This is an optimization exercise on Yosys and OpenROAD, whose aim is small area, a short achievable clock period and few clock cycles per item, not a production implementation.
The RTL was checked by simulation tests, not by an equivalence proof against the original design.
Power and IR drop assume default switching activity.

== build 55 ==
## alu_design
module alu_design(clock,reset,A,B,start_op,op_sel,result,end_op);
clock: 8.5 ns
lec_check: 0
abc_clock_period_in_ps: 5000
cap_margin: 20
core_margin: 2
core_utilization: 40
setup_slack_margin: 3
slew_margin: 20
run.sh (not shown) runs the stock make flow with config.mk's settings and CLKGATE_MAP_FILE= SYNTH_SCRIPT=/design/flow/synth_recipe.tcl, a recipe that flattens the netlist after the stock synthesis.
Testbench counts of build 55, summed over its fixed seeds: cycles 52,084, items 24,000.
--- input diff build 55..build 29 ---
==> flow/flow/run.sh (new file) <==
#!/bin/bash
# The standard layout, with the port buffers made from the smallest
# buffer cell instead of the flow's default choice.
set -euo pipefail
bash standard.sh BUFFER_PORTS_ARGS="-buffer_cell sky130_fd_sc_hd__buf_1" finish > standard_flow.log 2>&1
==> flow/standard.sh (new file) <==
#!/bin/bash
# synth_recipe.tcl (not shown) runs the flow's synth.tcl, then flattens the netlist and writes it again
# the make line also repeats each setting of config.mk as NAME=value (left out here)
make -C /OpenROAD-flow-scripts/flow DESIGN_CONFIG=/design/flow/config.mk WORK_HOME=/design/flow/orfs CLKGATE_MAP_FILE= SYNTH_SCRIPT=/design/flow/synth_recipe.tcl "${@:-finish}"
-- flow/config.mk --
<<< build 55, line 7
export LEC_CHECK = 0
export ABC_CLOCK_PERIOD_IN_PS = 5000
export CAP_MARGIN = 20
export CORE_MARGIN = 2
export CORE_UTILIZATION = 40
export SETUP_SLACK_MARGIN = 3
>>> build 29, line 7
export LEC_CHECK = 0
export CAP_MARGIN = 20
export CORE_MARGIN = 2
export CORE_UTILIZATION = 75
export SETUP_SLACK_MARGIN = 3
removed: flow/run.sh
Notes after the runs:
Total sequential power: build 29 vs build 55 — no meaningful difference
Post-layout total power of build 29 falls short of that of build 55 by a few percent.
On switching power: between build 29 and build 55, it ends up higher for build 55.
Build 29 vs build 55 — count of placed standard cells in the final layout, fillers left out dropped 60.
The higher number of instances in the placed design of build 29 and build 55 is in build 55.
Final cell area: build 29 below build 55
When build 29 is measured against build 55, its total length of routed met2 wires turns out 0.77% lower.
Build 29 vs. build 55: total wire length now sits lower, combinational power share -4.2 points, final cycle utilization of the critical path saw an increase, fmax -3.1 MHz.
Here is what was changed in the inputs of build 76 compared with build 29.
-- flow/config.mk --
<<< build 29, line 9
export CORE_MARGIN = 2
export CORE_UTILIZATION = 75
export SETUP_SLACK_MARGIN = 3
>>> build 76, line 9
export CORE_MARGIN = 2
export CORE_UTILIZATION = 40
export SETUP_SLACK_MARGIN = 3
Findings:
- From build 29 to build 76 the numbers moved as follows: clock group power decreased by about 6% relative to the old numbers, clock skew ~0 delta, share of cell area taken by muxes after synthesis barely changed.
- Build 76 vs. build 29: finished layout cell area now larger; routed wire length now larger.
[inputs] build 21 vs build 76
==> flow/run.sh (new file) <==
#!/bin/bash
# synth_recipe.tcl (not shown) runs the flow's synth.tcl, then flattens the netlist and writes it again
# the make line also repeats each setting of config.mk as NAME=value (left out here)
make -C /OpenROAD-flow-scripts/flow DESIGN_CONFIG=/design/flow/config.mk WORK_HOME=/design/flow/orfs CLKGATE_MAP_FILE= SYNTH_SCRIPT=/design/flow/synth_recipe.tcl finish
-- flow/config.mk --
<<< build 76, line 7
export LEC_CHECK = 0
export CAP_MARGIN = 20
>>> build 21, line 7
export LEC_CHECK = 0
export ABC_AREA = 1
export CAP_MARGIN = 20
removed: flow/flow/run.sh
removed: flow/standard.sh
Notes after the runs:
Note that the total power recorded for build 76 amounts to 0.847 times the value seen in build 21.
On sequential share of layout area: between build 21 and build 76, it ends up lower for build 21.
Relative to build 76, build 21 degrades hold slack.
On final critical-path setup slack, build 76 tracks build 21 almost exactly.
Looking only at xor/xnor share of the synthesized area, and setting everything else aside, the higher value of build 21 and build 76 goes to build 76.
Between build 21 and build 76, signed area change from the synthesized netlist to the final layout is lower for build 76, build 21 comes in above that.
Reported for build 21 and build 76, quantity of hold-fixing buffers added after cts turned out identical to the last digit.
Comparing routed wire length on met3 for build 21 and build 76, the bigger number came from build 21.
Build 76 has lower global-route usage than build 21.
| non-clock inverter instance count of the final layout | higher: build 21 |
Run comparison: build 76 leading cell type in the layout, fill and taps excluded sky130_fd_sc_hd__buf_1; build 21 leading cell type in the layout, fill and taps excluded sky130_fd_sc_hd__nand2_1
On time the final worst path needs with I/O delays and setup, build 21 and build 76 are basically level.
> inputs changed (build 21 -> build 78)
-- flow/config.mk --
<<< build 21, line 7
export LEC_CHECK = 0
export ABC_AREA = 1
export CAP_MARGIN = 20
>>> build 78, line 7
export LEC_CHECK = 0
export ABC_CLOCK_PERIOD_IN_PS = 5000
export CAP_MARGIN = 20
<<< build 21, line 11
export CORE_UTILIZATION = 40
export SETUP_SLACK_MARGIN = 3
export SLEW_MARGIN = 20
>>> build 78, line 11
export CORE_UTILIZATION = 40
export SETUP_SLACK_MARGIN = 2
export SLEW_MARGIN = 20
### Flow results
Per the final summary, build 78 finished and its layout is clean on timing, DRC and antenna.
Relative to build 21, the delay of the slowest cell on the worst path of build 78 is higher by 0.29 ns.
Relative to build 21, clock group share of total power has gone down in build 78.
Count of flip-flops with a built-in enable after synthesis: build 78 vs build 21 identical

## port drivers added, routing unchanged
In the flow no input, the clock included, has a driving cell. The finished layouts below were timed again as built, in two steps.
Step 1 assumes that a clkbuf_16 drives the clock port and a buf_2 every other input.
Step 2 moves the port delays by t, midway between the first and last clock arrival at a register: inputs arrive t later, outputs are due t later. That takes back most of the time a late clock gives input paths.
Three values: no drivers, after step 1, after step 2; two values: the first two.
run | t (ns) | setup slack, ns | worst setup path after step 2
build 55 | 0.320 | 3.181 / 3.188 / 2.868 | input to register
build 29 | 0.321 | 3.093 / 3.097 / 2.776 | input to register
build 76 | 0.317 | 3.222 / 3.223 / 2.906 | input to register
build 21 | 0.322 | 3.222 / 3.230 / 2.909 | input to register
build 78 | 0.319 | 2.435 / 2.434 / 2.116 | input to register
After both steps setup and hold are still met in every run listed. For build 78, which loses most, drivers alone change the setup slack by -0.001 ns; drivers and shift together by -0.319 ns.
